Context: an optimization exercise on an open-source flow, tuned for small area, a short achievable clock period and few clock cycles. The choices shown serve that exercise and are no tape-out recipe.
Where RTL was checked, it was by simulation tests only, not by an equivalence proof against the original.

// MatrixMultUnit
module MatrixMultUnit(
  input  wire reset_n,
  input  wire clk,
  input  wire dut_valid,
  output wire dut_ready,
  output wire        dut__tb__sram_input_write_enable,
  output wire [15:0] dut__tb__sram_input_write_address,
  output wire [31:0] dut__tb__sram_input_write_data,
  output wire [15:0] dut__tb__sram_input_read_address,
  input  wire [31:0] tb__dut__sram_input_read_data,
  output wire        dut__tb__sram_weight_write_enable,
  output wire [15:0] dut__tb__sram_weight_write_address,
  output wire [31:0] dut__tb__sram_weight_write_data,
  output wire [15:0] dut__tb__sram_weight_read_address,
  input  wire [31:0] tb__dut__sram_weight_read_data,
  output wire        dut__tb__sram_result_write_enable,
  output wire [15:0] dut__tb__sram_result_write_address,
  output wire [31:0] dut__tb__sram_result_write_data,
  output wire [15:0] dut__tb__sram_result_read_address,
  input  wire [31:0] tb__dut__sram_result_read_data,
  output wire        dut__tb__sram_scratchpad_write_enable,
  output wire [15:0] dut__tb__sram_scratchpad_write_address,
  output wire [31:0] dut__tb__sram_scratchpad_write_data,
  output wire [15:0] dut__tb__sram_scratchpad_read_address,
  input  wire [31:0] tb__dut__sram_scratchpad_read_data
);
localparam S_IDLE  = 3'd0;
localparam S_LOAD0 = 3'd1;    
localparam S_LOAD1 = 3'd2;    
localparam S_LOAD2 = 3'd3;    
localparam S_RUN   = 3'd4;    
localparam S_DRAIN = 3'd5;    
localparam P_QKV = 2'd0;
localparam P_S   = 2'd1;
localparam P_Z   = 2'd2;
localparam P_END = 2'd3;
reg  [2:0]  state;
reg         busy;
reg  [1:0]  phase;
reg  [1:0]  m;           
reg  [6:0]  t;           
reg  [4:0]  j;           
reg  [4:0]  i;           
reg  [4:0]  n_r, d_r;
reg  [6:0]  k_r;
reg  [6:0]  tl;
  ...
For scale: about 2900 cells after synthesis, roughly 430 flip-flops, ~390 I/O pins, roughly 31000 µm² of cells after synthesis.
Settings: LEC_CHECK=0, CAP_MARGIN=20, CORE_MARGIN=2, CORE_UTILIZATION=65, CTS_CLUSTER_DIAMETER=60, CTS_CLUSTER_SIZE=25, SLEW_MARGIN=20, SYNTH_HIERARCHICAL=1; clock period 10.0 ns.
standard.sh (not shown) runs the stock make flow with config.mk's settings and CLKGATE_MAP_FILE= SYNTH_SCRIPT=/design/flow/synth_recipe.tcl, a recipe that flattens the netlist after the stock synthesis.
==> flow/flow/run.sh <==
#!/bin/bash
# The standard layout (standard synthesis included), with timing repair
# aiming at 6.85 ns of setup slack instead of 0.
set -euo pipefail
bash standard.sh SETUP_SLACK_MARGIN=6.85 finish > standard_flow.log 2>&1
The starting point finished clean.
Testbench counts at the start, summed over its fixed seeds: cycles 565,141.
==> next run, changes <==
==> flow/run.sh (new file) <==
#!/bin/bash
# synth_recipe.tcl (not shown) runs the flow's synth.tcl, then flattens the netlist and writes it again
# the make line also repeats each setting of config.mk as NAME=value (left out here)
make -C /OpenROAD-flow-scripts/flow DESIGN_CONFIG=/design/flow/config.mk WORK_HOME=/design/flow/orfs CLKGATE_MAP_FILE= SYNTH_SCRIPT=/design/flow/synth_recipe.tcl finish
--- a/flow/config.mk
+++ b/flow/config.mk
@@ -11,2 +11 @@
-export CTS_CLUSTER_DIAMETER = 60
-export CTS_CLUSTER_SIZE = 25
+export SETUP_SLACK_MARGIN = 5
removed: flow/flow/run.sh
removed: flow/standard.sh
What happened: Setup slack got worse by 920 ps. Routed wire length is lower by about 5%. Core utilization is lower by 0.98 points. Hold slack got worse by 11 ps.
==> next run, changes <==
==> flow/flow/run.sh (new file) <==
#!/bin/bash
# The standard layout (standard synthesis included), with timing repair
# aiming at 6.85 ns of setup slack instead of 0.
set -euo pipefail
bash standard.sh SETUP_SLACK_MARGIN=6.85 finish > standard_flow.log 2>&1
==> flow/standard.sh (new file) <==
#!/bin/bash
# synth_recipe.tcl (not shown) runs the flow's synth.tcl, then flattens the netlist and writes it again
# the make line also repeats each setting of config.mk as NAME=value (left out here)
make -C /OpenROAD-flow-scripts/flow DESIGN_CONFIG=/design/flow/config.mk WORK_HOME=/design/flow/orfs CLKGATE_MAP_FILE= SYNTH_SCRIPT=/design/flow/synth_recipe.tcl "${@:-finish}"
--- a/flow/config.mk
+++ b/flow/config.mk
@@ -7,0 +8 @@
+export ABC_CLOCK_PERIOD_IN_PS = 3000
@@ -11 +11,0 @@
-export SETUP_SLACK_MARGIN = 5
removed: flow/run.sh
The changed run completed without violations.
Design area climbs slightly.
Cell count goes up slightly.
Utilization increases by 0.96 points.
Sequential share of layout area came out higher by 0.35 points.
Clock-buffer cell count stays the same.
Worst setup slack gains 940 ps.
Global-route usage grows by 1.4 points.
Area after synthesis is unchanged.
Critical path depth came out lower by 5.
==> next run, changes <==
--- a/flow/config.mk
+++ b/flow/config.mk
@@ -8 +8 @@
-export ABC_CLOCK_PERIOD_IN_PS = 3000
+export ABC_AREA = 1
Effect: Worst hold slack hardly moves. First-iteration DRC count is higher by 53%. Worst setup slack is worse by 16 ps. Maximum frequency went down by 0.51%. Register-to-register slack gets better by 50 ps. Wire length came out higher by 17%.
==> next run, changes <==
==> flow/flow/run.sh (replaced) <==
#!/bin/bash
# The standard layout (standard synthesis included), with timing repair
# aiming at 6.95 ns of setup slack instead of 0.
set -euo pipefail
bash standard.sh SETUP_SLACK_MARGIN=6.95 finish > standard_flow.log 2>&1
--- a/flow/config.mk
+++ b/flow/config.mk
@@ -8 +8 @@
-export ABC_AREA = 1
+export ABC_CLOCK_PERIOD_IN_PS = 3000
Outcome: The changed run ran to the end with no violations; utilization came out higher by 2.8 points; hold slack hardly moves; wire length came out lower by 12%; non-clock buffer count goes up by 60; final area decreases by 4.2%; global-route usage went down by 0.99 points; synthesized area is lower by 8.3%; maximum frequency is about the same; count of clock-buffer cells in the layout shrinks by 4.

* * *

MatrixMultUnit, a different RTL version from the one above (not shown whole).
For scale: roughly 3000 cells after synthesis, roughly 470 flip-flops, roughly 390 I/O pins, roughly 32000 sq um of cells after synthesis.
==> flow/config.mk <==
export PLATFORM = sky130hd
export DESIGN_NAME = MatrixMultUnit
export DESIGN_NICKNAME = MatrixMultUnit
export VERILOG_FILES = /design/flow/design.v
export SDC_FILE = /design/flow/constraint.sdc
export NUM_CORES = 4
export LEC_CHECK = 0
export ABC_CLOCK_PERIOD_IN_PS = 3000
export CAP_MARGIN = 20
export CORE_MARGIN = 2
export CORE_UTILIZATION = 40
export SLEW_MARGIN = 20
export SYNTH_HIERARCHICAL = 1
==> flow/constraint.sdc <==
create_clock -name core_clock -period 10.0 [get_ports {clk}]
set_input_delay 2.0000 -clock core_clock [delete_from_list [all_inputs] [get_ports {clk}]]
set_output_delay 2.0000 -clock core_clock [all_outputs]
set_load 0.01 [all_outputs]
==> flow/flow/run.sh <==
#!/bin/bash
# The standard layout, with timing repair aiming at 7.0 ns of setup slack.
set -euo pipefail
bash standard.sh SETUP_SLACK_MARGIN=7.0 finish > standard_flow.log 2>&1
The starting point ran to the end with no violations.
Change:
==> flow/flow/run.sh (replaced) <==
#!/bin/bash
# The standard layout, with timing repair aiming at 6.8 ns of setup slack.
set -euo pipefail
bash standard.sh SETUP_SLACK_MARGIN=6.8 finish > standard_flow.log 2>&1
Result: Register-to-register slack gets worse by 0.12 ns; worst setup slack gets worse by 0.0079 ns; global-route usage shrinks by 0.12 points.
No run of this note included a check of the RTL's function; only the layout flow was run.

* * *

MatrixMultUnit, a different RTL version from the one above (not shown whole).
Size in the first run: ~420 flip-flops, ~390 I/O pins, roughly 31000 µm² of cells after synthesis.
Settings: LEC_CHECK=0, ABC_CLOCK_PERIOD_IN_PS=3000, CAP_MARGIN=20, CORE_MARGIN=2, CORE_UTILIZATION=65, SLEW_MARGIN=20, SYNTH_HIERARCHICAL=1; clock period 10.0 ns.
==> flow/flow/run.sh <==
#!/bin/bash
# The standard layout (standard synthesis included), with timing repair
# aiming at 6.85 ns of setup slack instead of 0.
set -euo pipefail
bash standard.sh SETUP_SLACK_MARGIN=6.85 finish > standard_flow.log 2>&1
Rerun with:
ABC_AREA = 1   (was default)
The new run went through all stages and came out clean.
Routed wire length climbs by about 15%.
Global-route usage climbs by 1.9 points.
Final cell count grows by about 50%.
Clock skew is about the same.
Worst setup slack improved by 0.083 ns.
Design area rises by 6.2%.
Synthesized area went up by about 9%.
No run of this note included a check of the RTL's function; only the layout flow was run.

* * *

MatrixMultUnit, a different RTL version from the one above (not shown whole).
Size in the first run: about 350 flip-flops, roughly 390 I/O pins, ~0.031 mm^2 of cells after synthesis.
// MatrixMultUnit
module MatrixMultUnit(
  input  wire reset_n,
  input  wire clk,
  input  wire dut_valid,
  output wire dut_ready,
  output wire        dut__tb__sram_input_write_enable,
  output wire [15:0] dut__tb__sram_input_write_address,
  output wire [31:0] dut__tb__sram_input_write_data,
  output wire [15:0] dut__tb__sram_input_read_address,
  input  wire [31:0] tb__dut__sram_input_read_data,
  output wire        dut__tb__sram_weight_write_enable,
  output wire [15:0] dut__tb__sram_weight_write_address,
  output wire [31:0] dut__tb__sram_weight_write_data,
  output wire [15:0] dut__tb__sram_weight_read_address,
  input  wire [31:0] tb__dut__sram_weight_read_data,
  output wire        dut__tb__sram_result_write_enable,
  output wire [15:0] dut__tb__sram_result_write_address,
  output wire [31:0] dut__tb__sram_result_write_data,
  output wire [15:0] dut__tb__sram_result_read_address,
  input  wire [31:0] tb__dut__sram_result_read_data,
  output wire        dut__tb__sram_scratchpad_write_enable,
  output wire [15:0] dut__tb__sram_scratchpad_write_address,
  output wire [31:0] dut__tb__sram_scratchpad_write_data,
  output wire [15:0] dut__tb__sram_scratchpad_read_address,
  input  wire [31:0] tb__dut__sram_scratchpad_read_data
);
Settings: LEC_CHECK=0, ABC_CLOCK_PERIOD_IN_PS=3000, CAP_MARGIN=20, CORE_MARGIN=2, CORE_UTILIZATION=40, SLEW_MARGIN=20; clock period 10.0 ns.
==> flow/flow/run.sh <==
#!/bin/bash
# Standard layout, with timing repair aiming at 6 ns of setup slack.
set -euo pipefail
bash standard.sh SETUP_SLACK_MARGIN=6 finish > standard_flow.log 2>&1
The starting point ran to the end with no violations.
Testbench counts at the start, summed over its fixed seeds: cycles 565,045.
Next try:
==> flow/flow/run.sh (replaced) <==
#!/bin/bash
# Standard layout, with timing repair aiming at 7 ns of setup slack.
set -euo pipefail
bash standard.sh SETUP_SLACK_MARGIN=7 finish > standard_flow.log 2>&1
Final cell count increases by about 7%.
Area after synthesis is unchanged.
Cell area grows by 15%.

* * *

Another version of the RTL of MatrixMultUnit (not shown whole).
For scale: ~3,100 cells after synthesis, ~390 I/O pins.
export LEC_CHECK = 0
export ABC_CLOCK_PERIOD_IN_PS = 3000
export CAP_MARGIN = 20
export CORE_MARGIN = 2
export CORE_UTILIZATION = 55
export SLEW_MARGIN = 20
export SYNTH_HIERARCHICAL = 1
create_clock -name core_clock -period 10.0 [get_ports {clk}]
==> flow/flow/run.sh <==
#!/bin/bash
# The standard layout (standard synthesis included), with timing repair
# aiming at 6.85 ns of setup slack instead of 0.
set -euo pipefail
bash standard.sh SETUP_SLACK_MARGIN=6.85 finish > standard_flow.log 2>&1
Change:
- CORE_UTILIZATION: 55 -> 40
Result:
- setup slack is better by 0.057 ns
- flip-flop and latch count stays the same
- via count drops by a few percent
- register-to-register slack improved by 0.03 ns
Change:
- CORE_UTILIZATION: 40 -> 75
=> The changed run went through all stages and came out clean. Cell area falls by about 3.3%. Synthesized area stays the same. Sequential share of layout area rises by 0.95 points. Core utilization rises by 38 points.
No functional check of the RTL was part of any run of this note.

* * *

Setup of violet:
Another version of the RTL of MatrixMultUnit (not shown whole).
For scale: ~3000 cells after synthesis, about 430 flip-flops, roughly 390 I/O pins, roughly 30000 um2 of cells after synthesis.
==> flow/config.mk <==
export PLATFORM = sky130hd
export DESIGN_NAME = MatrixMultUnit
export DESIGN_NICKNAME = MatrixMultUnit
export VERILOG_FILES = /design/flow/design.v
export SDC_FILE = /design/flow/constraint.sdc
export NUM_CORES = 4
export LEC_CHECK = 0
export CAP_MARGIN = 20
export CORE_MARGIN = 2
export CORE_UTILIZATION = 65
export CTS_CLUSTER_DIAMETER = 60
export CTS_CLUSTER_SIZE = 25
export SLEW_MARGIN = 20
export SYNTH_HIERARCHICAL = 1
==> flow/constraint.sdc <==
create_clock -name core_clock -period 10.0 [get_ports {clk}]
set_input_delay 2.0000 -clock core_clock [delete_from_list [all_inputs] [get_ports {clk}]]
set_output_delay 2.0000 -clock core_clock [all_outputs]
set_load 0.01 [all_outputs]
Scripts as last shown in full above: flow/flow/run.sh
Testbench counts of violet, summed over its fixed seeds: cycles 565,141.
Changes in raven relative to violet:
- ABC_CLOCK_PERIOD_IN_PS newly set to 3000
- CTS_CLUSTER_SIZE removed (was 25)
- CTS_CLUSTER_DIAMETER removed (was 60)
==> comparison <==
- Register share of the cell area of violet is on par with raven.
- The number of global-route vias before repair was comparable across raven and violet.
- Looking at delay of the slowest critical-path stage, raven sits 0.17 ns lower than violet does.
- Setup slack: raven more than violet
- Proportion of layout cells with a drive suffix above 1 in raven is 0.43 points lower than in violet
- Cmp raven and violet / final-layout clock buffer total / higher: raven
- Finished layout cell area: raven vs violet — no meaningful difference
- The launching element of the worst setup path comes out op_neg[1] in one run and b_addr[5] in the other, namely in violet and raven respectively.
- The multi-input combinational area share was comparable across raven and violet.
> inputs changed (raven -> ember)
- removing ABC_CLOCK_PERIOD_IN_PS (formerly 3000)
- setting SETUP_SLACK_MARGIN to 5 for the first time
==> flow/run.sh (new file) <==
#!/bin/bash
# synth_recipe.tcl (not shown) runs the flow's synth.tcl, then flattens the netlist and writes it again
# the make line also repeats each setting of config.mk as NAME=value (left out here)
make -C /OpenROAD-flow-scripts/flow DESIGN_CONFIG=/design/flow/config.mk WORK_HOME=/design/flow/orfs CLKGATE_MAP_FILE= SYNTH_SCRIPT=/design/flow/synth_recipe.tcl finish
removed: flow/flow/run.sh
removed: flow/standard.sh
Findings:
- The capture point of the critical path comes out dut__tb__sram_scratchpad_read_address[5] in one run and u_mac.q31_3 in the other, namely in raven and ember respectively.
- Comparing raven and ember, the higher wire length after detailed routing is on raven.
- From raven to ember the numbers moved as follows: design area down 260 um2, setup slack of the critical path after layout saw a decrease.
Changes in pepper relative to ember:
- swapping 20 for 5 in SLEW_MARGIN
- clearing SETUP_SLACK_MARGIN, which used to be 5
- swapping 20 for 5 in CAP_MARGIN
==> flow/flow/run.sh (new file) <==
#!/bin/bash
# The standard layout (standard synthesis included), with timing repair
# aiming at 6.85 ns of setup slack instead of 0.
set -euo pipefail
bash standard.sh SETUP_SLACK_MARGIN=6.85 finish > standard_flow.log 2>&1
==> flow/standard.sh (new file) <==
#!/bin/bash
# synth_recipe.tcl (not shown) runs the flow's synth.tcl, then flattens the netlist and writes it again
# the make line also repeats each setting of config.mk as NAME=value (left out here)
make -C /OpenROAD-flow-scripts/flow DESIGN_CONFIG=/design/flow/config.mk WORK_HOME=/design/flow/orfs CLKGATE_MAP_FILE= SYNTH_SCRIPT=/design/flow/synth_recipe.tcl "${@:-finish}"
removed: flow/run.sh
Results
pepper reached the final stage; the timing, design-rule and antenna checks on its layout passed.
pepper falls short of ember in clock skew.
Routed wire in pepper totals more than in ember.
Re post-cts sizing count: pepper and ember aren't equal, and the higher value belongs to pepper.
[compare] base=ember new=pepper: cell area increased by about 0.7% relative to the old numbers; number of ordinary and repair buffers in the finished layout increased by about 25% relative to the old numbers.
Modified inputs, harbor compared to pepper
- ABC_CLOCK_PERIOD_IN_PS: unset -> 3000
- CAP_MARGIN: 5 -> 20
- SLEW_MARGIN: 5 -> 20
==> flow/flow/run.sh <==
#!/bin/bash
# The standard layout (standard synthesis included), with timing repair
# aiming at 6.75 ns of setup slack instead of 0.
set -euo pipefail
bash standard.sh SETUP_SLACK_MARGIN=6.75 finish > standard_flow.log 2>&1
### Flow results
Comparing pepper against harbor, there is no change at all in fraction of synthesized area in multiplexers.
Re overall die area: no difference whatsoever between pepper and harbor.
Compared harbor vs pepper, and proportion of layout cells with a drive suffix above 1 is down in harbor.
harbor — number of buffer and inverter instances along the worst setup path 1 lower, pepper as reference
pepper → harbor: core utilization increased by 0.20 points relative to the old numbers; share of the final layout cell area in sequential cells decreased by 0.31 points relative to the old numbers; final instance count without filler cells decreased by about 1.5% relative to the old numbers.

-- what the ideal ports hide --
The flow's constraints put no driver on any port. The routed layouts listed below were extracted and timed again, unchanged, in two steps. Step 1 assumes that a clkbuf_16 drives the clock port and a buf_2 every other input. Step 2 moves the port delays by t, midway between the first and last clock arrival at a register: inputs arrive t later, outputs are due t later. That takes back most of the time a late clock gives input paths. Three values: no drivers, after step 1, after step 2; two values: the first two.
run | t (ns) | slack for setup (ns) | hold WS [ns] | worst setup path at the end | worst data-port slew with drivers (ns)
the first run of note 1 | 0.639 | 6.832 / 6.770 / 6.816 | 0.337 / 0.337 / 0.337 | input to register | 0.05
the second run of note 1 | 0.637 | 5.913 / 5.913 / 5.913 | 0.325 / 0.325 / 0.325 | register to register | 0.06
the third run of note 1 | 0.651 | 6.850 / 6.789 / 6.771 | 0.329 / 0.329 / 0.329 | input to register | 0.05
the fourth run of note 1 | 0.651 | 6.834 / 6.774 / 6.815 | 0.327 / 0.327 / 0.327 | input to register | 0.08
the fifth run of note 1 | 0.665 | 6.835 / 6.774 / 6.844 | 0.325 / 0.325 / 0.325 | input to register | 0.07
the first run of note 2 | 0.667 | 6.662 / 6.605 / 6.770 | 0.327 / 0.327 / 0.327 | register to register | 0.06
the second run of note 2 | 0.665 | 6.654 / 6.611 / 6.654 | 0.325 / 0.325 / 0.325 | register to register | 0.06
the first run of note 3 | 0.649 | 6.565 / 6.565 / 6.565 | 0.332 / 0.332 / 0.332 | register to register | 0.05
the second run of note 3 | 0.671 | 6.648 / 6.648 / 6.648 | 0.326 / 0.326 / 0.326 | register to register | 0.08
the first run of note 4 | 0.647 | 6.088 / 6.088 / 6.088 | 0.329 / 0.329 / 0.329 | register to register | 0.06
the second run of note 4 | 0.651 | 6.085 / 6.085 / 6.085 | 0.328 / 0.328 / 0.328 | register to register | 0.07
the first run of note 5 | 0.676 | 6.732 / 6.673 / 6.602 | 0.327 / 0.327 / 0.327 | input to register | 0.06
the second run of note 5 | 0.697 | 6.789 / 6.724 / 6.593 | 0.327 / 0.327 / 0.327 | input to register | 0.05
the third run of note 5 | 0.676 | 6.708 / 6.708 / 6.680 | 0.331 / 0.331 / 0.331 | input to register | 0.09
violet | 0.633 | 6.771 / 6.753 / 6.678 | 0.334 / 0.334 / 0.334 | input to register | 0.07
raven | 0.642 | 6.809 / 6.752 / 6.709 | 0.328 / 0.328 / 0.328 | input to register | 0.07
ember | 0.654 | 6.017 / 6.017 / 6.017 | 0.326 / 0.326 / 0.326 | register to register | 0.07
pepper | 0.643 | 6.803 / 6.752 / 6.701 | 0.328 / 0.328 / 0.328 | input to register | 0.07
harbor | 0.649 | 6.782 / 6.723 / 6.621 | 0.328 / 0.328 / 0.328 | input to register | 0.08
After both steps setup and hold are still met in every run listed. The setup slack of the second run of note 5, which loses most, moves by -0.065 ns with the drivers and by -0.196 ns with both steps.
